This design comes from an exercise in tuning for small area on the open sky130 flow, not from production work. Function was checked by simulation only, so behaviour that the tests miss may differ from the original. Power and IR drop assume default switching activity.

## flow/design.v (module list and top-level ports; edited modules follow where they fit)
// module mq: 1840 lines
module mq
     (  
	   MQ_out,
	   word_last_flag,
	   stop,
	   data_valid_pass_reg,
	   flush_over,
	   word_last_valid,
	   bit_enough_to_bpc,
	   one_codeblock_over,
	   PCXD,
	   flush,
	   clk,
	   rst,
	   rst_syn,
	   start_aga,
	   song_require,
	   block_all_bp_over);
  // ...
==> flow/run.sh <==
#!/bin/bash
# synth_recipe.tcl (not shown) runs the flow's synth.tcl, then flattens the netlist and writes it again
# the make line also repeats each setting of config.mk as NAME=value (left out here)
make -C /OpenROAD-flow-scripts/flow DESIGN_CONFIG=/design/flow/config.mk WORK_HOME=/design/flow/orfs CLKGATE_MAP_FILE= SYNTH_SCRIPT=/design/flow/synth_recipe.tcl finish
==> flow/config.mk <==
export PLATFORM = sky130hd
export DESIGN_NAME = mq
export DESIGN_NICKNAME = mq
export VERILOG_FILES = /design/flow/design.v
export SDC_FILE = /design/flow/constraint.sdc
export NUM_CORES = 4
export LEC_CHECK = 0
export ABC_AREA = 1
export CAP_MARGIN = 20
export CORE_MARGIN = 2
export CORE_UTILIZATION = 70
export CTS_BUF_LIST = sky130_fd_sc_hd__clkbuf_8 sky130_fd_sc_hd__clkbuf_16
export CTS_CLUSTER_DIAMETER = 100
export CTS_CLUSTER_SIZE = 25
export PLACE_DENSITY = 0.8
export SLEW_MARGIN = 20
==> flow/constraint.sdc <==
create_clock -name core_clock -period 12.0 [get_ports {clk}]
set_input_delay 2.4000 -clock core_clock [delete_from_list [all_inputs] [get_ports {clk}]]
set_output_delay 2.4000 -clock core_clock [all_outputs]
set_load 0.01 [all_outputs]
==> qor.csv, run 1 <==
metric,value,unit
status,"complete, no violations",
CP endpoint kind,output port,
Via density,6.60,
top post-synthesis cells by count,"nand2_1, inv_1, dfxtp_1",
starting density of the core,70.3,%
Final Skew,0.0549,ns
Detailed Routing Iterations Pass 1,9,
register area,17100,um^2
largest area contributor in the netlist,dfxtp_1,
Area growth syn-to-layout,4.70,%
flip-flop and latch count,853,
Maximum Capacitance Violations,0,
CP Class,reg2out,
dpl ws,3.55,ns
Reg2Reg Depth,24,
Signal buffers,93,
Non-Clock Buffer Area Fraction,1.75,%
NumNets Final,6498,
GR Util met1,56.6,%
total gr overflow,0,
hold buffers post-CTS,0,
grt peak-use layer,met2,
worst vdd ir,133,uV
multiplexer area fraction after synthesis,0.444,%
"EDFF count, synth",0,
RSZ-0062 raised after global routing,no,
leakage power total,17.5,nW
FF-to-FF setup slack,5.20,ns
post-DP HPWL,112,mm
top cell category,multi-input combinational cells,
Synth cell types,70,
post-route cell area,47200,um^2
routed length per instance,21.6,um
Pins Over Slew Limit,0,
"most common cell after layout, fill and taps aside",nand2_1,
"Arr. time, crit path",6.98,ns
Layout fillers,4937,
Routability Congestion,1.08,
fraction of area in multi-input gates,48.8,%
==> inputs of run 2 (changes only) <==
--- a/flow/design.v
+++ b/flow/design.v
@@ -156,34 +156,25 @@
 wire CX_eq_CX1;
 reg[1:0] pass1;
 wire pass_eq_pass1;
 reg [6:0]NMPS1;
 reg [6:0]NLPS1;
 reg [6:0]index;
 wire[6:0]index_next;  
 wire[6:0]index_final;       
-wire [6:0]index_cx0_sp,index_cx1_sp,index_cx2_sp,index_cx3_sp,index_cx4_sp,index_cx5_sp,index_cx6_sp;
-reg [6:0]n_index_cx0_sp,n_index_cx1_sp,n_index_cx2_sp,n_index_cx3_sp,n_index_cx4_sp,n_index_cx5_sp,n_index_cx6_sp;
-wire [6:0]index_cx7_sp,index_cx8_sp,index_cx9_sp,index_cx10_sp,index_cx11_sp,index_cx12_sp,index_cx13_sp;
-reg [6:0]n_index_cx7_sp,n_index_cx8_sp,n_index_cx9_sp,n_index_cx10_sp,n_index_cx11_sp,n_index_cx12_sp,n_index_cx13_sp;
-wire [6:0]index_cx14_sp,index_cx15_sp,index_cx16_sp,index_cx17_sp,index_cx18_sp;
-reg [6:0]n_index_cx14_sp,n_index_cx15_sp,n_index_cx16_sp,n_index_cx17_sp,n_index_cx18_sp;
-wire [6:0]index_cx0_mrp,index_cx1_mrp,index_cx2_mrp,index_cx3_mrp,index_cx4_mrp,index_cx5_mrp,index_cx6_mrp;
-reg [6:0]n_index_cx0_mrp,n_index_cx1_mrp,n_index_cx2_mrp,n_index_cx3_mrp,n_index_cx4_mrp,n_index_cx5_mrp,n_index_cx6_mrp;
-wire [6:0]index_cx7_mrp,index_cx8_mrp,index_cx9_mrp,index_cx10_mrp,index_cx11_mrp,index_cx12_mrp,index_cx13_mrp;
-reg [6:0]n_index_cx7_mrp,n_index_cx8_mrp,n_index_cx9_mrp,n_index_cx10_mrp,n_index_cx11_mrp,n_index_cx12_mrp,n_index_cx13_mrp;
-wire [6:0]index_cx14_mrp,index_cx15_mrp,index_cx16_mrp,index_cx17_mrp,index_cx18_mrp;
-reg [6:0]n_index_cx14_mrp,n_index_cx15_mrp,n_index_cx16_mrp,n_index_cx17_mrp,n_index_cx18_mrp;
-wire [6:0]index_cx0_cp,index_cx1_cp,index_cx2_cp,index_cx3_cp,index_cx4_cp,index_cx5_cp,index_cx6_cp;
-reg [6:0]n_index_cx0_cp,n_index_cx1_cp,n_index_cx2_cp,n_index_cx3_cp,n_index_cx4_cp,n_index_cx5_cp,n_index_cx6_cp;
-wire [6:0]index_cx7_cp,index_cx8_cp,index_cx9_cp,index_cx10_cp,index_cx11_cp,index_cx12_cp,index_cx13_cp;
-reg [6:0]n_index_cx7_cp,n_index_cx8_cp,n_index_cx9_cp,n_index_cx10_cp,n_index_cx11_cp,n_index_cx12_cp,n_index_cx13_cp;
-wire [6:0]index_cx14_cp,index_cx15_cp,index_cx16_cp,index_cx17_cp,index_cx18_cp;
-reg [6:0]n_index_cx14_cp,n_index_cx15_cp,n_index_cx16_cp,n_index_cx17_cp,n_index_cx18_cp;
+reg [6:0]index_cx0_sp,index_cx1_sp,index_cx2_sp,index_cx3_sp,index_cx4_sp,index_cx5_sp,index_cx6_sp;
+reg [6:0]index_cx7_sp,index_cx8_sp,index_cx9_sp,index_cx10_sp,index_cx11_sp,index_cx12_sp,index_cx13_sp;
+reg [6:0]index_cx14_sp,index_cx15_sp,index_cx16_sp,index_cx17_sp,index_cx18_sp;
+reg [6:0]index_cx0_mrp,index_cx1_mrp,index_cx2_mrp,index_cx3_mrp,index_cx4_mrp,index_cx5_mrp,index_cx6_mrp;
+reg [6:0]index_cx7_mrp,index_cx8_mrp,index_cx9_mrp,index_cx10_mrp,index_cx11_mrp,index_cx12_mrp,index_cx13_mrp;
+reg [6:0]index_cx14_mrp,index_cx15_mrp,index_cx16_mrp,index_cx17_mrp,index_cx18_mrp;
+reg [6:0]index_cx0_cp,index_cx1_cp,index_cx2_cp,index_cx3_cp,index_cx4_cp,index_cx5_cp,index_cx6_cp;
+reg [6:0]index_cx7_cp,index_cx8_cp,index_cx9_cp,index_cx10_cp,index_cx11_cp,index_cx12_cp,index_cx13_cp;
+reg [6:0]index_cx14_cp,index_cx15_cp,index_cx16_cp,index_cx17_cp,index_cx18_cp;
 always @(*)
   begin
       case({pass,CX})
     	7'b0100000:   index=index_cx0_sp;
     	7'b0100001:   index=index_cx1_sp;
     	7'b0100010:   index=index_cx2_sp;
     	7'b0100011:   index=index_cx3_sp;
     	7'b0100100:   index=index_cx4_sp;
@@ -513,301 +504,249 @@
     2'b11:     A=A_cp;
     default:   A=16'b0;
    endcase
  end
 wire ctx_init=(!rst)|rst_syn|start_aga|flush_over;
 wire ctx_we=start_MQ_delay1&&renorm&&(!stop_delay);
 wire ctx_valid=(pass1!=2'b00)&&(CX1<=5'd18);
 wire ctx_zero=ctx_we&&(!ctx_valid);
+wire ctx_clr0=ctx_init||ctx_zero;
+wire [6:0] ctx_d0=ctx_clr0?7'd0:index_next;
+wire [6:0] ctx_d6=ctx_init?7'd6:ctx_d0;
+wire [6:0] ctx_d8=ctx_init?7'd8:ctx_d0;
+wire [6:0] ctx_d92=ctx_init?7'd92:ctx_d0;
 wire ctx_sel_0_sp=ctx_we&&(pass1==2'd1)&&(CX1==5'd0);
 wire ctx_w_0_sp=ctx_sel_0_sp&&(!ctx_init);
 wire ctx_h_0_sp=!(ctx_init||ctx_zero||ctx_sel_0_sp);
-always @(posedge clk) n_index_cx0_sp<=~(({7{ctx_w_0_sp}}&index_next)|({7{ctx_h_0_sp}}&index_cx0_sp)|({7{ctx_init}}&7'd6));
-assign index_cx0_sp=~n_index_cx0_sp;
+always @(posedge clk) if(ctx_clr0||ctx_sel_0_sp) index_cx0_sp<=ctx_d6;
 wire ctx_sel_1_sp=ctx_we&&(pass1==2'd1)&&(CX1==5'd1);
 wire ctx_w_1_sp=ctx_sel_1_sp&&(!ctx_init);
 wire ctx_h_1_sp=!(ctx_init||ctx_zero||ctx_sel_1_sp);
-always @(posedge clk) n_index_cx1_sp<=~(({7{ctx_w_1_sp}}&index_next)|({7{ctx_h_1_sp}}&index_cx1_sp)|({7{ctx_init}}&7'd8));
-assign index_cx1_sp=~n_index_cx1_sp;
+always @(posedge clk) if(ctx_clr0||ctx_sel_1_sp) index_cx1_sp<=ctx_d8;
 wire ctx_sel_2_sp=ctx_we&&(pass1==2'd1)&&(CX1==5'd2);
 wire ctx_w_2_sp=ctx_sel_2_sp&&(!ctx_init);
 wire ctx_h_2_sp=!(ctx_init||ctx_zero||ctx_sel_2_sp);
-always @(posedge clk) n_index_cx2_sp<=~(({7{ctx_w_2_sp}}&index_next)|({7{ctx_h_2_sp}}&index_cx2_sp)|({7{ctx_init}}&7'd0));
-assign index_cx2_sp=~n_index_cx2_sp;
+always @(posedge clk) if(ctx_clr0||ctx_sel_2_sp) index_cx2_sp<=ctx_d0;
 wire ctx_sel_3_sp=ctx_we&&(pass1==2'd1)&&(CX1==5'd3);
 wire ctx_w_3_sp=ctx_sel_3_sp&&(!ctx_init);
 wire ctx_h_3_sp=!(ctx_init||ctx_zero||ctx_sel_3_sp);
-always @(posedge clk) n_index_cx3_sp<=~(({7{ctx_w_3_sp}}&index_next)|({7{ctx_h_3_sp}}&index_cx3_sp)|({7{ctx_init}}&7'd0));
-assign index_cx3_sp=~n_index_cx3_sp;
+always @(posedge clk) if(ctx_clr0||ctx_sel_3_sp) index_cx3_sp<=ctx_d0;
 wire ctx_sel_4_sp=ctx_we&&(pass1==2'd1)&&(CX1==5'd4);
 wire ctx_w_4_sp=ctx_sel_4_sp&&(!ctx_init);
 wire ctx_h_4_sp=!(ctx_init||ctx_zero||ctx_sel_4_sp);
-always @(posedge clk) n_index_cx4_sp<=~(({7{ctx_w_4_sp}}&index_next)|({7{ctx_h_4_sp}}&index_cx4_sp)|({7{ctx_init}}&7'd0));
-assign index_cx4_sp=~n_index_cx4_sp;
+always @(posedge clk) if(ctx_clr0||ctx_sel_4_sp) index_cx4_sp<=ctx_d0;
 wire ctx_sel_5_sp=ctx_we&&(pass1==2'd1)&&(CX1==5'd5);
 wire ctx_w_5_sp=ctx_sel_5_sp&&(!ctx_init);
 wire ctx_h_5_sp=!(ctx_init||ctx_zero||ctx_sel_5_sp);
-always @(posedge clk) n_index_cx5_sp<=~(({7{ctx_w_5_sp}}&index_next)|({7{ctx_h_5_sp}}&index_cx5_sp)|({7{ctx_init}}&7'd0));
-assign index_cx5_sp=~n_index_cx5_sp;
+always @(posedge clk) if(ctx_clr0||ctx_sel_5_sp) index_cx5_sp<=ctx_d0;
 wire ctx_sel_6_sp=ctx_we&&(pass1==2'd1)&&(CX1==5'd6);
 wire ctx_w_6_sp=ctx_sel_6_sp&&(!ctx_init);
 wire ctx_h_6_sp=!(ctx_init||ctx_zero||ctx_sel_6_sp);
-always @(posedge clk) n_index_cx6_sp<=~(({7{ctx_w_6_sp}}&index_next)|({7{ctx_h_6_sp}}&index_cx6_sp)|({7{ctx_init}}&7'd0));
-assign index_cx6_sp=~n_index_cx6_sp;
+always @(posedge clk) if(ctx_clr0||ctx_sel_6_sp) index_cx6_sp<=ctx_d0;
 wire ctx_sel_7_sp=ctx_we&&(pass1==2'd1)&&(CX1==5'd7);
 wire ctx_w_7_sp=ctx_sel_7_sp&&(!ctx_init);
 wire ctx_h_7_sp=!(ctx_init||ctx_zero||ctx_sel_7_sp);
-always @(posedge clk) n_index_cx7_sp<=~(({7{ctx_w_7_sp}}&index_next)|({7{ctx_h_7_sp}}&index_cx7_sp)|({7{ctx_init}}&7'd0));
-assign index_cx7_sp=~n_index_cx7_sp;
+always @(posedge clk) if(ctx_clr0||ctx_sel_7_sp) index_cx7_sp<=ctx_d0;
 wire ctx_sel_8_sp=ctx_we&&(pass1==2'd1)&&(CX1==5'd8);
 wire ctx_w_8_sp=ctx_sel_8_sp&&(!ctx_init);
 wire ctx_h_8_sp=!(ctx_init||ctx_zero||ctx_sel_8_sp);
-always @(posedge clk) n_index_cx8_sp<=~(({7{ctx_w_8_sp}}&index_next)|({7{ctx_h_8_sp}}&index_cx8_sp)|({7{ctx_init}}&7'd0));
-assign index_cx8_sp=~n_index_cx8_sp;
+always @(posedge clk) if(ctx_clr0||ctx_sel_8_sp) index_cx8_sp<=ctx_d0;
 wire ctx_sel_9_sp=ctx_we&&(pass1==2'd1)&&(CX1==5'd9);
 wire ctx_w_9_sp=ctx_sel_9_sp&&(!ctx_init);
 wire ctx_h_9_sp=!(ctx_init||ctx_zero||ctx_sel_9_sp);
-always @(posedge clk) n_index_cx9_sp<=~(({7{ctx_w_9_sp}}&index_next)|({7{ctx_h_9_sp}}&index_cx9_sp)|({7{ctx_init}}&7'd0));
-assign index_cx9_sp=~n_index_cx9_sp;
+always @(posedge clk) if(ctx_clr0||ctx_sel_9_sp) index_cx9_sp<=ctx_d0;
 wire ctx_sel_10_sp=ctx_we&&(pass1==2'd1)&&(CX1==5'd10);
 wire ctx_w_10_sp=ctx_sel_10_sp&&(!ctx_init);
 wire ctx_h_10_sp=!(ctx_init||ctx_zero||ctx_sel_10_sp);
-always @(posedge clk) n_index_cx10_sp<=~(({7{ctx_w_10_sp}}&index_next)|({7{ctx_h_10_sp}}&index_cx10_sp)|({7{ctx_init}}&7'd0));
-assign index_cx10_sp=~n_index_cx10_sp;
+always @(posedge clk) if(ctx_clr0||ctx_sel_10_sp) index_cx10_sp<=ctx_d0;
 wire ctx_sel_11_sp=ctx_we&&(pass1==2'd1)&&(CX1==5'd11);
 wire ctx_w_11_sp=ctx_sel_11_sp&&(!ctx_init);
 wire ctx_h_11_sp=!(ctx_init||ctx_zero||ctx_sel_11_sp);
-always @(posedge clk) n_index_cx11_sp<=~(({7{ctx_w_11_sp}}&index_next)|({7{ctx_h_11_sp}}&index_cx11_sp)|({7{ctx_init}}&7'd0));
-assign index_cx11_sp=~n_index_cx11_sp;
+always @(posedge clk) if(ctx_clr0||ctx_sel_11_sp) index_cx11_sp<=ctx_d0;
 wire ctx_sel_12_sp=ctx_we&&(pass1==2'd1)&&(CX1==5'd12);
 wire ctx_w_12_sp=ctx_sel_12_sp&&(!ctx_init);
 wire ctx_h_12_sp=!(ctx_init||ctx_zero||ctx_sel_12_sp);
-always @(posedge clk) n_index_cx12_sp<=~(({7{ctx_w_12_sp}}&index_next)|({7{ctx_h_12_sp}}&index_cx12_sp)|({7{ctx_init}}&7'd0));
-assign index_cx12_sp=~n_index_cx12_sp;
+always @(posedge clk) if(ctx_clr0||ctx_sel_12_sp) index_cx12_sp<=ctx_d0;
 wire ctx_sel_13_sp=ctx_we&&(pass1==2'd1)&&(CX1==5'd13);
 wire ctx_w_13_sp=ctx_sel_13_sp&&(!ctx_init);
 wire ctx_h_13_sp=!(ctx_init||ctx_zero||ctx_sel_13_sp);
-always @(posedge clk) n_index_cx13_sp<=~(({7{ctx_w_13_sp}}&index_next)|({7{ctx_h_13_sp}}&index_cx13_sp)|({7{ctx_init}}&7'd0));
-assign index_cx13_sp=~n_index_cx13_sp;
+always @(posedge clk) if(ctx_clr0||ctx_sel_13_sp) index_cx13_sp<=ctx_d0;
 wire ctx_sel_14_sp=ctx_we&&(pass1==2'd1)&&(CX1==5'd14);
 wire ctx_w_14_sp=ctx_sel_14_sp&&(!ctx_init);
 wire ctx_h_14_sp=!(ctx_init||ctx_zero||ctx_sel_14_sp);
-always @(posedge clk) n_index_cx14_sp<=~(({7{ctx_w_14_sp}}&index_next)|({7{ctx_h_14_sp}}&index_cx14_sp)|({7{ctx_init}}&7'd0));
-assign index_cx14_sp=~n_index_cx14_sp;
+always @(posedge clk) if(ctx_clr0||ctx_sel_14_sp) index_cx14_sp<=ctx_d0;
 wire ctx_sel_15_sp=ctx_we&&(pass1==2'd1)&&(CX1==5'd15);
 wire ctx_w_15_sp=ctx_sel_15_sp&&(!ctx_init);
 wire ctx_h_15_sp=!(ctx_init||ctx_zero||ctx_sel_15_sp);
-always @(posedge clk) n_index_cx15_sp<=~(({7{ctx_w_15_sp}}&index_next)|({7{ctx_h_15_sp}}&index_cx15_sp)|({7{ctx_init}}&7'd0));
-assign index_cx15_sp=~n_index_cx15_sp;
+always @(posedge clk) if(ctx_clr0||ctx_sel_15_sp) index_cx15_sp<=ctx_d0;
 wire ctx_sel_16_sp=ctx_we&&(pass1==2'd1)&&(CX1==5'd16);
 wire ctx_w_16_sp=ctx_sel_16_sp&&(!ctx_init);
 wire ctx_h_16_sp=!(ctx_init||ctx_zero||ctx_sel_16_sp);
-always @(posedge clk) n_index_cx16_sp<=~(({7{ctx_w_16_sp}}&index_next)|({7{ctx_h_16_sp}}&index_cx16_sp)|({7{ctx_init}}&7'd0));
-assign index_cx16_sp=~n_index_cx16_sp;
+always @(posedge clk) if(ctx_clr0||ctx_sel_16_sp) index_cx16_sp<=ctx_d0;
 wire ctx_sel_17_sp=ctx_we&&(pass1==2'd1)&&(CX1==5'd17);
 wire ctx_w_17_sp=ctx_sel_17_sp&&(!ctx_init);
 wire ctx_h_17_sp=!(ctx_init||ctx_zero||ctx_sel_17_sp);
-always @(posedge clk) n_index_cx17_sp<=~(({7{ctx_w_17_sp}}&index_next)|({7{ctx_h_17_sp}}&index_cx17_sp)|({7{ctx_init}}&7'd0));
-assign index_cx17_sp=~n_index_cx17_sp;
+always @(posedge clk) if(ctx_clr0||ctx_sel_17_sp) index_cx17_sp<=ctx_d0;
 wire ctx_sel_18_sp=ctx_we&&(pass1==2'd1)&&(CX1==5'd18);
 wire ctx_w_18_sp=ctx_sel_18_sp&&(!ctx_init);
 wire ctx_h_18_sp=!(ctx_init||ctx_zero||ctx_sel_18_sp);
-always @(posedge clk) n_index_cx18_sp<=~(({7{ctx_w_18_sp}}&index_next)|({7{ctx_h_18_sp}}&index_cx18_sp)|({7{ctx_init}}&7'd92));
-assign index_cx18_sp=~n_index_cx18_sp;
+always @(posedge clk) if(ctx_clr0||ctx_sel_18_sp) index_cx18_sp<=ctx_d92;
 wire ctx_sel_0_mrp=ctx_we&&(pass1==2'd2)&&(CX1==5'd0);
 wire ctx_w_0_mrp=ctx_sel_0_mrp&&(!ctx_init);
 wire ctx_h_0_mrp=!(ctx_init||ctx_zero||ctx_sel_0_mrp);
-always @(posedge clk) n_index_cx0_mrp<=~(({7{ctx_w_0_mrp}}&index_next)|({7{ctx_h_0_mrp}}&index_cx0_mrp)|({7{ctx_init}}&7'd6));
-assign index_cx0_mrp=~n_index_cx0_mrp;
+always @(posedge clk) if(ctx_clr0||ctx_sel_0_mrp) index_cx0_mrp<=ctx_d6;
 wire ctx_sel_1_mrp=ctx_we&&(pass1==2'd2)&&(CX1==5'd1);
 wire ctx_w_1_mrp=ctx_sel_1_mrp&&(!ctx_init);
 wire ctx_h_1_mrp=!(ctx_init||ctx_zero||ctx_sel_1_mrp);
-always @(posedge clk) n_index_cx1_mrp<=~(({7{ctx_w_1_mrp}}&index_next)|({7{ctx_h_1_mrp}}&index_cx1_mrp)|({7{ctx_init}}&7'd8));
-assign index_cx1_mrp=~n_index_cx1_mrp;
+always @(posedge clk) if(ctx_clr0||ctx_sel_1_mrp) index_cx1_mrp<=ctx_d8;
 wire ctx_sel_2_mrp=ctx_we&&(pass1==2'd2)&&(CX1==5'd2);
 wire ctx_w_2_mrp=ctx_sel_2_mrp&&(!ctx_init);
 wire ctx_h_2_mrp=!(ctx_init||ctx_zero||ctx_sel_2_mrp);
-always @(posedge clk) n_index_cx2_mrp<=~(({7{ctx_w_2_mrp}}&index_next)|({7{ctx_h_2_mrp}}&index_cx2_mrp)|({7{ctx_init}}&7'd0));
-assign index_cx2_mrp=~n_index_cx2_mrp;
+always @(posedge clk) if(ctx_clr0||ctx_sel_2_mrp) index_cx2_mrp<=ctx_d0;
 wire ctx_sel_3_mrp=ctx_we&&(pass1==2'd2)&&(CX1==5'd3);
 wire ctx_w_3_mrp=ctx_sel_3_mrp&&(!ctx_init);
 wire ctx_h_3_mrp=!(ctx_init||ctx_zero||ctx_sel_3_mrp);
-always @(posedge clk) n_index_cx3_mrp<=~(({7{ctx_w_3_mrp}}&index_next)|({7{ctx_h_3_mrp}}&index_cx3_mrp)|({7{ctx_init}}&7'd0));
-assign index_cx3_mrp=~n_index_cx3_mrp;
+always @(posedge clk) if(ctx_clr0||ctx_sel_3_mrp) index_cx3_mrp<=ctx_d0;
 wire ctx_sel_4_mrp=ctx_we&&(pass1==2'd2)&&(CX1==5'd4);
 wire ctx_w_4_mrp=ctx_sel_4_mrp&&(!ctx_init);
 wire ctx_h_4_mrp=!(ctx_init||ctx_zero||ctx_sel_4_mrp);
-always @(posedge clk) n_index_cx4_mrp<=~(({7{ctx_w_4_mrp}}&index_next)|({7{ctx_h_4_mrp}}&index_cx4_mrp)|({7{ctx_init}}&7'd0));
-assign index_cx4_mrp=~n_index_cx4_mrp;
+always @(posedge clk) if(ctx_clr0||ctx_sel_4_mrp) index_cx4_mrp<=ctx_d0;
 wire ctx_sel_5_mrp=ctx_we&&(pass1==2'd2)&&(CX1==5'd5);
 wire ctx_w_5_mrp=ctx_sel_5_mrp&&(!ctx_init);
 wire ctx_h_5_mrp=!(ctx_init||ctx_zero||ctx_sel_5_mrp);
-always @(posedge clk) n_index_cx5_mrp<=~(({7{ctx_w_5_mrp}}&index_next)|({7{ctx_h_5_mrp}}&index_cx5_mrp)|({7{ctx_init}}&7'd0));
-assign index_cx5_mrp=~n_index_cx5_mrp;
+always @(posedge clk) if(ctx_clr0||ctx_sel_5_mrp) index_cx5_mrp<=ctx_d0;
 wire ctx_sel_6_mrp=ctx_we&&(pass1==2'd2)&&(CX1==5'd6);
 wire ctx_w_6_mrp=ctx_sel_6_mrp&&(!ctx_init);
 wire ctx_h_6_mrp=!(ctx_init||ctx_zero||ctx_sel_6_mrp);
-always @(posedge clk) n_index_cx6_mrp<=~(({7{ctx_w_6_mrp}}&index_next)|({7{ctx_h_6_mrp}}&index_cx6_mrp)|({7{ctx_init}}&7'd0));
-assign index_cx6_mrp=~n_index_cx6_mrp;
+always @(posedge clk) if(ctx_clr0||ctx_sel_6_mrp) index_cx6_mrp<=ctx_d0;
 wire ctx_sel_7_mrp=ctx_we&&(pass1==2'd2)&&(CX1==5'd7);
 wire ctx_w_7_mrp=ctx_sel_7_mrp&&(!ctx_init);
 wire ctx_h_7_mrp=!(ctx_init||ctx_zero||ctx_sel_7_mrp);
-always @(posedge clk) n_index_cx7_mrp<=~(({7{ctx_w_7_mrp}}&index_next)|({7{ctx_h_7_mrp}}&index_cx7_mrp)|({7{ctx_init}}&7'd0));
-assign index_cx7_mrp=~n_index_cx7_mrp;
+always @(posedge clk) if(ctx_clr0||ctx_sel_7_mrp) index_cx7_mrp<=ctx_d0;
 wire ctx_sel_8_mrp=ctx_we&&(pass1==2'd2)&&(CX1==5'd8);
 wire ctx_w_8_mrp=ctx_sel_8_mrp&&(!ctx_init);
 wire ctx_h_8_mrp=!(ctx_init||ctx_zero||ctx_sel_8_mrp);
-always @(posedge clk) n_index_cx8_mrp<=~(({7{ctx_w_8_mrp}}&index_next)|({7{ctx_h_8_mrp}}&index_cx8_mrp)|({7{ctx_init}}&7'd0));
-assign index_cx8_mrp=~n_index_cx8_mrp;
+always @(posedge clk) if(ctx_clr0||ctx_sel_8_mrp) index_cx8_mrp<=ctx_d0;
 wire ctx_sel_9_mrp=ctx_we&&(pass1==2'd2)&&(CX1==5'd9);
 wire ctx_w_9_mrp=ctx_sel_9_mrp&&(!ctx_init);
 wire ctx_h_9_mrp=!(ctx_init||ctx_zero||ctx_sel_9_mrp);
-always @(posedge clk) n_index_cx9_mrp<=~(({7{ctx_w_9_mrp}}&index_next)|({7{ctx_h_9_mrp}}&index_cx9_mrp)|({7{ctx_init}}&7'd0));
-assign index_cx9_mrp=~n_index_cx9_mrp;
+always @(posedge clk) if(ctx_clr0||ctx_sel_9_mrp) index_cx9_mrp<=ctx_d0;
 wire ctx_sel_10_mrp=ctx_we&&(pass1==2'd2)&&(CX1==5'd10);
 wire ctx_w_10_mrp=ctx_sel_10_mrp&&(!ctx_init);
 wire ctx_h_10_mrp=!(ctx_init||ctx_zero||ctx_sel_10_mrp);
-always @(posedge clk) n_index_cx10_mrp<=~(({7{ctx_w_10_mrp}}&index_next)|({7{ctx_h_10_mrp}}&index_cx10_mrp)|({7{ctx_init}}&7'd0));
-assign index_cx10_mrp=~n_index_cx10_mrp;
+always @(posedge clk) if(ctx_clr0||ctx_sel_10_mrp) index_cx10_mrp<=ctx_d0;
 wire ctx_sel_11_mrp=ctx_we&&(pass1==2'd2)&&(CX1==5'd11);
 wire ctx_w_11_mrp=ctx_sel_11_mrp&&(!ctx_init);
 wire ctx_h_11_mrp=!(ctx_init||ctx_zero||ctx_sel_11_mrp);
-always @(posedge clk) n_index_cx11_mrp<=~(({7{ctx_w_11_mrp}}&index_next)|({7{ctx_h_11_mrp}}&index_cx11_mrp)|({7{ctx_init}}&7'd0));
-assign index_cx11_mrp=~n_index_cx11_mrp;
+always @(posedge clk) if(ctx_clr0||ctx_sel_11_mrp) index_cx11_mrp<=ctx_d0;
 wire ctx_sel_12_mrp=ctx_we&&(pass1==2'd2)&&(CX1==5'd12);
 wire ctx_w_12_mrp=ctx_sel_12_mrp&&(!ctx_init);
 wire ctx_h_12_mrp=!(ctx_init||ctx_zero||ctx_sel_12_mrp);
-always @(posedge clk) n_index_cx12_mrp<=~(({7{ctx_w_12_mrp}}&index_next)|({7{ctx_h_12_mrp}}&index_cx12_mrp)|({7{ctx_init}}&7'd0));
-assign index_cx12_mrp=~n_index_cx12_mrp;
+always @(posedge clk) if(ctx_clr0||ctx_sel_12_mrp) index_cx12_mrp<=ctx_d0;
 wire ctx_sel_13_mrp=ctx_we&&(pass1==2'd2)&&(CX1==5'd13);
 wire ctx_w_13_mrp=ctx_sel_13_mrp&&(!ctx_init);
 wire ctx_h_13_mrp=!(ctx_init||ctx_zero||ctx_sel_13_mrp);
-always @(posedge clk) n_index_cx13_mrp<=~(({7{ctx_w_13_mrp}}&index_next)|({7{ctx_h_13_mrp}}&index_cx13_mrp)|({7{ctx_init}}&7'd0));
-assign index_cx13_mrp=~n_index_cx13_mrp;
+always @(posedge clk) if(ctx_clr0||ctx_sel_13_mrp) index_cx13_mrp<=ctx_d0;
 wire ctx_sel_14_mrp=ctx_we&&(pass1==2'd2)&&(CX1==5'd14);
 wire ctx_w_14_mrp=ctx_sel_14_mrp&&(!ctx_init);
 wire ctx_h_14_mrp=!(ctx_init||ctx_zero||ctx_sel_14_mrp);
-always @(posedge clk) n_index_cx14_mrp<=~(({7{ctx_w_14_mrp}}&index_next)|({7{ctx_h_14_mrp}}&index_cx14_mrp)|({7{ctx_init}}&7'd0));
-assign index_cx14_mrp=~n_index_cx14_mrp;
+always @(posedge clk) if(ctx_clr0||ctx_sel_14_mrp) index_cx14_mrp<=ctx_d0;
 wire ctx_sel_15_mrp=ctx_we&&(pass1==2'd2)&&(CX1==5'd15);
 wire ctx_w_15_mrp=ctx_sel_15_mrp&&(!ctx_init);
 wire ctx_h_15_mrp=!(ctx_init||ctx_zero||ctx_sel_15_mrp);
-always @(posedge clk) n_index_cx15_mrp<=~(({7{ctx_w_15_mrp}}&index_next)|({7{ctx_h_15_mrp}}&index_cx15_mrp)|({7{ctx_init}}&7'd0));
-assign index_cx15_mrp=~n_index_cx15_mrp;
+always @(posedge clk) if(ctx_clr0||ctx_sel_15_mrp) index_cx15_mrp<=ctx_d0;
 wire ctx_sel_16_mrp=ctx_we&&(pass1==2'd2)&&(CX1==5'd16);
 wire ctx_w_16_mrp=ctx_sel_16_mrp&&(!ctx_init);
 wire ctx_h_16_mrp=!(ctx_init||ctx_zero||ctx_sel_16_mrp);
-always @(posedge clk) n_index_cx16_mrp<=~(({7{ctx_w_16_mrp}}&index_next)|({7{ctx_h_16_mrp}}&index_cx16_mrp)|({7{ctx_init}}&7'd0));
-assign index_cx16_mrp=~n_index_cx16_mrp;
+always @(posedge clk) if(ctx_clr0||ctx_sel_16_mrp) index_cx16_mrp<=ctx_d0;
 wire ctx_sel_17_mrp=ctx_we&&(pass1==2'd2)&&(CX1==5'd17);
 wire ctx_w_17_mrp=ctx_sel_17_mrp&&(!ctx_init);
 wire ctx_h_17_mrp=!(ctx_init||ctx_zero||ctx_sel_17_mrp);
-always @(posedge clk) n_index_cx17_mrp<=~(({7{ctx_w_17_mrp}}&index_next)|({7{ctx_h_17_mrp}}&index_cx17_mrp)|({7{ctx_init}}&7'd0));
-assign index_cx17_mrp=~n_index_cx17_mrp;
+always @(posedge clk) if(ctx_clr0||ctx_sel_17_mrp) index_cx17_mrp<=ctx_d0;
 wire ctx_sel_18_mrp=ctx_we&&(pass1==2'd2)&&(CX1==5'd18);
 wire ctx_w_18_mrp=ctx_sel_18_mrp&&(!ctx_init);
 wire ctx_h_18_mrp=!(ctx_init||ctx_zero||ctx_sel_18_mrp);
-always @(posedge clk) n_index_cx18_mrp<=~(({7{ctx_w_18_mrp}}&index_next)|({7{ctx_h_18_mrp}}&index_cx18_mrp)|({7{ctx_init}}&7'd92));
-assign index_cx18_mrp=~n_index_cx18_mrp;
+always @(posedge clk) if(ctx_clr0||ctx_sel_18_mrp) index_cx18_mrp<=ctx_d92;
 wire ctx_sel_0_cp=ctx_we&&(pass1==2'd3)&&(CX1==5'd0);
 wire ctx_w_0_cp=ctx_sel_0_cp&&(!ctx_init);
 wire ctx_h_0_cp=!(ctx_init||ctx_zero||ctx_sel_0_cp);
-always @(posedge clk) n_index_cx0_cp<=~(({7{ctx_w_0_cp}}&index_next)|({7{ctx_h_0_cp}}&index_cx0_cp)|({7{ctx_init}}&7'd6));
-assign index_cx0_cp=~n_index_cx0_cp;
+always @(posedge clk) if(ctx_clr0||ctx_sel_0_cp) index_cx0_cp<=ctx_d6;
 wire ctx_sel_1_cp=ctx_we&&(pass1==2'd3)&&(CX1==5'd1);
 wire ctx_w_1_cp=ctx_sel_1_cp&&(!ctx_init);
 wire ctx_h_1_cp=!(ctx_init||ctx_zero||ctx_sel_1_cp);
-always @(posedge clk) n_index_cx1_cp<=~(({7{ctx_w_1_cp}}&index_next)|({7{ctx_h_1_cp}}&index_cx1_cp)|({7{ctx_init}}&7'd8));
-assign index_cx1_cp=~n_index_cx1_cp;
+always @(posedge clk) if(ctx_clr0||ctx_sel_1_cp) index_cx1_cp<=ctx_d8;
 wire ctx_sel_2_cp=ctx_we&&(pass1==2'd3)&&(CX1==5'd2);
 wire ctx_w_2_cp=ctx_sel_2_cp&&(!ctx_init);
 wire ctx_h_2_cp=!(ctx_init||ctx_zero||ctx_sel_2_cp);
-always @(posedge clk) n_index_cx2_cp<=~(({7{ctx_w_2_cp}}&index_next)|({7{ctx_h_2_cp}}&index_cx2_cp)|({7{ctx_init}}&7'd0));
-assign index_cx2_cp=~n_index_cx2_cp;
+always @(posedge clk) if(ctx_clr0||ctx_sel_2_cp) index_cx2_cp<=ctx_d0;
 wire ctx_sel_3_cp=ctx_we&&(pass1==2'd3)&&(CX1==5'd3);
 wire ctx_w_3_cp=ctx_sel_3_cp&&(!ctx_init);
 wire ctx_h_3_cp=!(ctx_init||ctx_zero||ctx_sel_3_cp);
-always @(posedge clk) n_index_cx3_cp<=~(({7{ctx_w_3_cp}}&index_next)|({7{ctx_h_3_cp}}&index_cx3_cp)|({7{ctx_init}}&7'd0));
-assign index_cx3_cp=~n_index_cx3_cp;
+always @(posedge clk) if(ctx_clr0||ctx_sel_3_cp) index_cx3_cp<=ctx_d0;
 wire ctx_sel_4_cp=ctx_we&&(pass1==2'd3)&&(CX1==5'd4);
 wire ctx_w_4_cp=ctx_sel_4_cp&&(!ctx_init);
 wire ctx_h_4_cp=!(ctx_init||ctx_zero||ctx_sel_4_cp);
-always @(posedge clk) n_index_cx4_cp<=~(({7{ctx_w_4_cp}}&index_next)|({7{ctx_h_4_cp}}&index_cx4_cp)|({7{ctx_init}}&7'd0));
-assign index_cx4_cp=~n_index_cx4_cp;
+always @(posedge clk) if(ctx_clr0||ctx_sel_4_cp) index_cx4_cp<=ctx_d0;
 wire ctx_sel_5_cp=ctx_we&&(pass1==2'd3)&&(CX1==5'd5);
 wire ctx_w_5_cp=ctx_sel_5_cp&&(!ctx_init);
 wire ctx_h_5_cp=!(ctx_init||ctx_zero||ctx_sel_5_cp);
-always @(posedge clk) n_index_cx5_cp<=~(({7{ctx_w_5_cp}}&index_next)|({7{ctx_h_5_cp}}&index_cx5_cp)|({7{ctx_init}}&7'd0));
-assign index_cx5_cp=~n_index_cx5_cp;
+always @(posedge clk) if(ctx_clr0||ctx_sel_5_cp) index_cx5_cp<=ctx_d0;
 wire ctx_sel_6_cp=ctx_we&&(pass1==2'd3)&&(CX1==5'd6);
 wire ctx_w_6_cp=ctx_sel_6_cp&&(!ctx_init);
 wire ctx_h_6_cp=!(ctx_init||ctx_zero||ctx_sel_6_cp);
-always @(posedge clk) n_index_cx6_cp<=~(({7{ctx_w_6_cp}}&index_next)|({7{ctx_h_6_cp}}&index_cx6_cp)|({7{ctx_init}}&7'd0));
-assign index_cx6_cp=~n_index_cx6_cp;
+always @(posedge clk) if(ctx_clr0||ctx_sel_6_cp) index_cx6_cp<=ctx_d0;
 wire ctx_sel_7_cp=ctx_we&&(pass1==2'd3)&&(CX1==5'd7);
 wire ctx_w_7_cp=ctx_sel_7_cp&&(!ctx_init);
 wire ctx_h_7_cp=!(ctx_init||ctx_zero||ctx_sel_7_cp);
-always @(posedge clk) n_index_cx7_cp<=~(({7{ctx_w_7_cp}}&index_next)|({7{ctx_h_7_cp}}&index_cx7_cp)|({7{ctx_init}}&7'd0));
-assign index_cx7_cp=~n_index_cx7_cp;
+always @(posedge clk) if(ctx_clr0||ctx_sel_7_cp) index_cx7_cp<=ctx_d0;
 wire ctx_sel_8_cp=ctx_we&&(pass1==2'd3)&&(CX1==5'd8);
 wire ctx_w_8_cp=ctx_sel_8_cp&&(!ctx_init);
 wire ctx_h_8_cp=!(ctx_init||ctx_zero||ctx_sel_8_cp);
-always @(posedge clk) n_index_cx8_cp<=~(({7{ctx_w_8_cp}}&index_next)|({7{ctx_h_8_cp}}&index_cx8_cp)|({7{ctx_init}}&7'd0));
-assign index_cx8_cp=~n_index_cx8_cp;
+always @(posedge clk) if(ctx_clr0||ctx_sel_8_cp) index_cx8_cp<=ctx_d0;
 wire ctx_sel_9_cp=ctx_we&&(pass1==2'd3)&&(CX1==5'd9);
 wire ctx_w_9_cp=ctx_sel_9_cp&&(!ctx_init);
 wire ctx_h_9_cp=!(ctx_init||ctx_zero||ctx_sel_9_cp);
-always @(posedge clk) n_index_cx9_cp<=~(({7{ctx_w_9_cp}}&index_next)|({7{ctx_h_9_cp}}&index_cx9_cp)|({7{ctx_init}}&7'd0));
-assign index_cx9_cp=~n_index_cx9_cp;
+always @(posedge clk) if(ctx_clr0||ctx_sel_9_cp) index_cx9_cp<=ctx_d0;
 wire ctx_sel_10_cp=ctx_we&&(pass1==2'd3)&&(CX1==5'd10);
 wire ctx_w_10_cp=ctx_sel_10_cp&&(!ctx_init);
 wire ctx_h_10_cp=!(ctx_init||ctx_zero||ctx_sel_10_cp);
-always @(posedge clk) n_index_cx10_cp<=~(({7{ctx_w_10_cp}}&index_next)|({7{ctx_h_10_cp}}&index_cx10_cp)|({7{ctx_init}}&7'd0));
-assign index_cx10_cp=~n_index_cx10_cp;
+always @(posedge clk) if(ctx_clr0||ctx_sel_10_cp) index_cx10_cp<=ctx_d0;
 wire ctx_sel_11_cp=ctx_we&&(pass1==2'd3)&&(CX1==5'd11);
 wire ctx_w_11_cp=ctx_sel_11_cp&&(!ctx_init);
 wire ctx_h_11_cp=!(ctx_init||ctx_zero||ctx_sel_11_cp);
-always @(posedge clk) n_index_cx11_cp<=~(({7{ctx_w_11_cp}}&index_next)|({7{ctx_h_11_cp}}&index_cx11_cp)|({7{ctx_init}}&7'd0));
-assign index_cx11_cp=~n_index_cx11_cp;
+always @(posedge clk) if(ctx_clr0||ctx_sel_11_cp) index_cx11_cp<=ctx_d0;
 wire ctx_sel_12_cp=ctx_we&&(pass1==2'd3)&&(CX1==5'd12);
 wire ctx_w_12_cp=ctx_sel_12_cp&&(!ctx_init);
 wire ctx_h_12_cp=!(ctx_init||ctx_zero||ctx_sel_12_cp);
-always @(posedge clk) n_index_cx12_cp<=~(({7{ctx_w_12_cp}}&index_next)|({7{ctx_h_12_cp}}&index_cx12_cp)|({7{ctx_init}}&7'd0));
-assign index_cx12_cp=~n_index_cx12_cp;
+always @(posedge clk) if(ctx_clr0||ctx_sel_12_cp) index_cx12_cp<=ctx_d0;
 wire ctx_sel_13_cp=ctx_we&&(pass1==2'd3)&&(CX1==5'd13);
 wire ctx_w_13_cp=ctx_sel_13_cp&&(!ctx_init);
 wire ctx_h_13_cp=!(ctx_init||ctx_zero||ctx_sel_13_cp);
-always @(posedge clk) n_index_cx13_cp<=~(({7{ctx_w_13_cp}}&index_next)|({7{ctx_h_13_cp}}&index_cx13_cp)|({7{ctx_init}}&7'd0));
-assign index_cx13_cp=~n_index_cx13_cp;
+always @(posedge clk) if(ctx_clr0||ctx_sel_13_cp) index_cx13_cp<=ctx_d0;
 wire ctx_sel_14_cp=ctx_we&&(pass1==2'd3)&&(CX1==5'd14);
 wire ctx_w_14_cp=ctx_sel_14_cp&&(!ctx_init);
 wire ctx_h_14_cp=!(ctx_init||ctx_zero||ctx_sel_14_cp);
-always @(posedge clk) n_index_cx14_cp<=~(({7{ctx_w_14_cp}}&index_next)|({7{ctx_h_14_cp}}&index_cx14_cp)|({7{ctx_init}}&7'd0));
-assign index_cx14_cp=~n_index_cx14_cp;
+always @(posedge clk) if(ctx_clr0||ctx_sel_14_cp) index_cx14_cp<=ctx_d0;
 wire ctx_sel_15_cp=ctx_we&&(pass1==2'd3)&&(CX1==5'd15);
 wire ctx_w_15_cp=ctx_sel_15_cp&&(!ctx_init);
 wire ctx_h_15_cp=!(ctx_init||ctx_zero||ctx_sel_15_cp);
-always @(posedge clk) n_index_cx15_cp<=~(({7{ctx_w_15_cp}}&index_next)|({7{ctx_h_15_cp}}&index_cx15_cp)|({7{ctx_init}}&7'd0));
-assign index_cx15_cp=~n_index_cx15_cp;
+always @(posedge clk) if(ctx_clr0||ctx_sel_15_cp) index_cx15_cp<=ctx_d0;
 wire ctx_sel_16_cp=ctx_we&&(pass1==2'd3)&&(CX1==5'd16);
 wire ctx_w_16_cp=ctx_sel_16_cp&&(!ctx_init);
 wire ctx_h_16_cp=!(ctx_init||ctx_zero||ctx_sel_16_cp);
-always @(posedge clk) n_index_cx16_cp<=~(({7{ctx_w_16_cp}}&index_next)|({7{ctx_h_16_cp}}&index_cx16_cp)|({7{ctx_init}}&7'd0));
-assign index_cx16_cp=~n_index_cx16_cp;
+always @(posedge clk) if(ctx_clr0||ctx_sel_16_cp) index_cx16_cp<=ctx_d0;
 wire ctx_sel_17_cp=ctx_we&&(pass1==2'd3)&&(CX1==5'd17);
 wire ctx_w_17_cp=ctx_sel_17_cp&&(!ctx_init);
 wire ctx_h_17_cp=!(ctx_init||ctx_zero||ctx_sel_17_cp);
-always @(posedge clk) n_index_cx17_cp<=~(({7{ctx_w_17_cp}}&index_next)|({7{ctx_h_17_cp}}&index_cx17_cp)|({7{ctx_init}}&7'd0));
-assign index_cx17_cp=~n_index_cx17_cp;
+always @(posedge clk) if(ctx_clr0||ctx_sel_17_cp) index_cx17_cp<=ctx_d0;
 wire ctx_sel_18_cp=ctx_we&&(pass1==2'd3)&&(CX1==5'd18);
 wire ctx_w_18_cp=ctx_sel_18_cp&&(!ctx_init);
 wire ctx_h_18_cp=!(ctx_init||ctx_zero||ctx_sel_18_cp);
-always @(posedge clk) n_index_cx18_cp<=~(({7{ctx_w_18_cp}}&index_next)|({7{ctx_h_18_cp}}&index_cx18_cp)|({7{ctx_init}}&7'd92));
-assign index_cx18_cp=~n_index_cx18_cp;
+always @(posedge clk) if(ctx_clr0||ctx_sel_18_cp) index_cx18_cp<=ctx_d92;
  reg start_MQ_delay2;
 always @(posedge clk)
   if(!rst)
     start_MQ_delay2<=0;
   else if(rst_syn)
 	start_MQ_delay2<=0;
   else if(start_aga) 
     start_MQ_delay2<=0;
==> flow/config.mk (replaced) <==
export PLATFORM = sky130hd
export DESIGN_NAME = mq
export DESIGN_NICKNAME = mq
export VERILOG_FILES = /design/flow/design.v
export SDC_FILE = /design/flow/constraint.sdc
export NUM_CORES = 4
export LEC_CHECK = 0
export ABC_AREA = 1
export CAP_MARGIN = 20
export CORE_MARGIN = 2
export CORE_UTILIZATION = 70
export CTS_CLUSTER_DIAMETER = 100
export CTS_CLUSTER_SIZE = 25
export PLACE_DENSITY = 0.8
export SLEW_MARGIN = 20
==> qor.csv, run 2 <==
metric,value,unit,change
"EDFF count, synth",399,,was 0
CTS tree,done,,unchanged
Synth Area in XOR/XNOR,0.801,%,was 0.910%
Pins Over Slew Limit,0,,unchanged
DRT antenna net count,0,,unchanged
Layout fillers,4414,,was 4937
post-DP HPWL,119,mm,was 112 mm
routed wl met2,68.2,mm,was 67.3 mm
wire length on met3,26.6,mm,was 18.7 mm
combinational family with the most area after synthesis,simple AND/OR/NAND/NOR gates,,was compound AO/OA/AOI/OAI gates
pin count of the biggest net entering global routing,65,,was 74
"Async S/R FF share, synth",0,%,unchanged
Hold WS,0.464,ns,was 0.459 ns
pwr/cell area,105,nW/um^2,was 97.1 nW/um^2
Finished Layout Cells,6292,,was 7197
Post-Synth Simple-Gate Area,21.7,%,was 22.5%
CP Class,reg2out,,unchanged
dpl ws,3.39,ns,was 3.55 ns
CTS Root Cell,clkbuf_16,,unchanged
Hold/Removal Path Class,reg2reg,,unchanged
Via density,6.92,,was 6.60
Final setup viols,0,,unchanged
io pins,53,,unchanged
sequential-to-total area share from yosys stat,47.2,%,was 37.9%
Detailed Routing Iterations Pass 1,8,,was 9
post-CTS resize count,0,,unchanged
Maximum Capacitance Violations,0,,unchanged
synthesized flop and latch total,853,,unchanged
YS warnings,1,,unchanged
top post-synthesis cells by count,"nand2_1, inv_1, dfxtp_1",,unchanged
routed vias,43600,,was 47500
FF-to-FF setup slack,4.73,ns,was 5.20 ns
Final Skew,0.0459,ns,was 0.0549 ns
Worst Slack Setup Final,2.51,ns,was 2.62 ns
worst path required time,9.60,ns,about the same
Std-Cell Rows,92,,was 93
highest-count cells in the layout ignoring fill and taps,"nand2_1, inv_1, dfxtp_1",,unchanged
Clock H-tree levels,2,,unchanged
Setup TNS,0,ns,unchanged
Worst Tran Pin Value,1.14,ns,was 1.30 ns
largest area contributor in the netlist,edfxtp_1,,was dfxtp_1
Buffers on Ports,52,,unchanged
routed length per instance,25.8,um,was 21.6 um
Top Registers,"C_cp x28, C_mrp x28, C_sp x28",,unchanged
proportion of layout cells with a drive suffix above 1,5.14,%,was 3.93%
global-route wire length before repair,242,mm,was 241 mm
period utilization,79.1,%,was 78.1%
Die H,257,um,was 258 um
full die area,65900,um^2,was 66400 um^2
status,"complete, no violations",,unchanged
GR Util All Layers,47.8,%,was 45.2%
Post-Syn Area,44700,um^2,was 45100 um^2
syn nets,5636,,was 6614
Post-Synth Adder-Cell Area,3.88,%,was 3.82%
Final Util,74.8,%,was 73.6%
total gr overflow,0,,unchanged
average size of a mapped cell,8.16,um^2,was 6.99 um^2
starting density of the core,70.8,%,was 70.3%
CTS sink cnt,853,,unchanged
leakage power total,18.9,nW,was 17.5 nW
Slew HR,23.1,%,was 12.4%
Synth area leaders,"edfxtp_1, dfxtp_1, nand2_1, inv_1, o21ai_0",,"was dfxtp_1, nand2_1, o22ai_1, inv_1, o21ai_0"
Clock transition at path regs,0.11,ns,about the same
Max Freq,105,MHz,was 107 MHz
final hold violation count,0,,unchanged
NumNets Final,5583,,was 6498
clock latency (worst-skew pair),0.66,ns,about the same
Core Box Area,63100,um^2,was 64100 um^2
CTS max path bufs,3,,unchanged
final WL,162,mm,was 156 mm
placed cell count,6217,,was 7147
multiplexer area fraction after synthesis,0.358,%,was 0.444%
Area growth syn-to-layout,5.66,%,was 4.70%
Mapped Cells,5473,,was 6452
initial antenna violation count,5,,was 0
Synth Area in Compound Gates,18.7,%,was 23.2%
Routability Congestion,1.11,,was 1.08
Synth cell types,86,,was 70
ys flop type,dfxtp_1,,unchanged
"most common cell after layout, fill and taps aside",nand2_1,,unchanged
CTS buffer count,42,,was 41
area share of the largest cell type after synthesis,26.8,%,was 37.9%
"Setup Fix Bufs, Post-CTS",0,,unchanged
worst vdd ir,129,uV,was 133 uV
CP startpoint kind,flip-flop,,unchanged
CP endpoint kind,output port,,unchanged
hold buffers post-CTS,0,,unchanged
most common cell in the netlist,nand2_1,,unchanged
DRT iter0 DRCs,7997,,was 6969
DR top layer,met5,,was met4
minimum clock period,9.49,ns,was 9.38 ns
worst-path maximum fanout,31,,was 15
# DRC,0,,unchanged
"Arr. time, crit path",7.09,ns,was 6.98 ns
RSZ-0062 raised after global routing,no,,unchanged
M1 WL,59.2,mm,was 56.7 mm
vias in the first global route,40000,,was 44100
Die Span X,257,um,was 258 um
==> run 2: cell types whose count changed in the layout (fill, tap and decap cells not counted), moves of 26 or more <==
cell,before,now
a221oi_1,11,40
nor2_1,463,431
nand3_1,320,258
o22ai_1,653,116
inv_1,1025,595
a22o_1,33,99
edfxtp_1,0,399
o21ai_1,90,142
a32o_1,1,27
dfxtp_1,853,454
==> run 2: per-stage QoR <==
stage	total power, mW	instance area [um^2]
3_3_place_gp	3.30	45800
6_report	4.97	47200
4_1_cts	4.91	47100
5_1_grt	5.03	47200
3_5_place_dp	3.31	45800
2_1_floorplan	3.24	44700
==> run 2: cells by family (layout without fill, tap and decap cells) <==
logic type                 count (synthesis)  after routing
muxes                                     16             16
buffers and inverters                    842            814
DFF                                      853            853
other                                      0              1
AOI/OAI and AO/OA                       1349           1349
adders and majority gates                135            135
xor gates and xnor gates                  40             40
and+or+nand+nor                         2238           2238
==> run 2: metal layers <==
layer	up-vias	GRT usage (%)
met1	20100	64.6
met4	8	18.9
li1	18800	-
met3	756	16.2
met2	3863	70.6
met5	-	0.731
==> run 2: final cells by class <==
cell class | count | area [um^2] | area share (%)
repair buffers | 106 | 951 | 2.01
clock inverters | 9 | 163 | 0.345
flip-flops and latches | 853 | 21100 | 44.6
multi-input cells | 3778 | 20400 | 43.3
well taps | 846 | 1060 | 2.24
inverters | 639 | 2410 | 5.10
diodes | 1 | 2.50 | 0.00530
clock buffers | 60 | 1130 | 2.39
==> run 2: power breakdown <==
| part | internal [mW] | leakage (nW) | switching (mW) |
|---|---|---|---|
| clock network | 0.699 | 0.622 | 1.02 |
| logic | 0.0316 | 10.0 | 0.111 |
| registers | 3.09 | 8.25 | 0.0227 |
| total | 3.82 | 18.9 | 1.15 |
==> run 2: final timing paths <==
| check | from | end | depth (start not counted) |
|---|---|---|---|
| max | fl_D[0] | stop | 22 |
| min | C_cp[26] | C_cp[26] | 2 |
| max reg2reg | idx1[5] | index_cx18_mrp[6] | 24 |
| min reg2reg | C_cp[26] | C_cp[26] | 2 |
==> run 2: worst max-delay path, stage by stage, from the launching register on <==
cell and delay, ns:
dfxtp_1 0.80, inv_1 0.28, ha_1 0.43, clkinv_1 0.25, nor3_2 0.32, nand2_1 0.14, nand2_2 0.12, inv_4 0.08
nand2_1 0.09, o21ai_2 0.06, buf_4 0.23, inv_2 0.42, ha_1 0.33, a21o_1 0.18, a21oi_1 0.16, xor2_1 0.71
inv_1 0.26, o21ai_0 0.41, a21oi_2 0.16, inv_1 0.11, o21ai_1 0.07, or2_1 0.30, clkdlybuf4s50_1 0.49

-- static timing again, ports no longer ideal --
The results above use ideal ports. As a check the final layouts listed here were re-extracted and re-timed, cells and wires unchanged. Step 1 (the two cells are an assumption about what drives the block):
set clk [get_ports {clk}]
set_driving_cell -lib_cell sky130_fd_sc_hd__clkbuf_16 $clk
set_driving_cell -lib_cell sky130_fd_sc_hd__buf_2 [delete_from_list [all_inputs] $clk]
Step 2, shift: input delay + t, output delay - t, t = (earliest + latest rising clock arrival at the registers) / 2. This alone moves slack from input paths to output paths. Three values: ideal, step 1, step 2; two values: the first two.
| run | shift t [ns] | setup WS [ns] | hold WS [ns] | latest minus earliest clock arrival (ns) | worst data-port slew with drivers (ns) |
|---|---|---|---|---|---|
| run 1 | 0.698 | 2.622 / 2.559 / 3.256 | 0.459 / 0.459 / 0.459 | 0.055 / 0.055 | 0.04 |
| run 2 | 0.713 | 2.510 / 2.440 / 3.153 | 0.464 / 0.464 / 0.464 | 0.051 / 0.052 | 0.07 |
After both steps setup and hold are still met in every run listed.
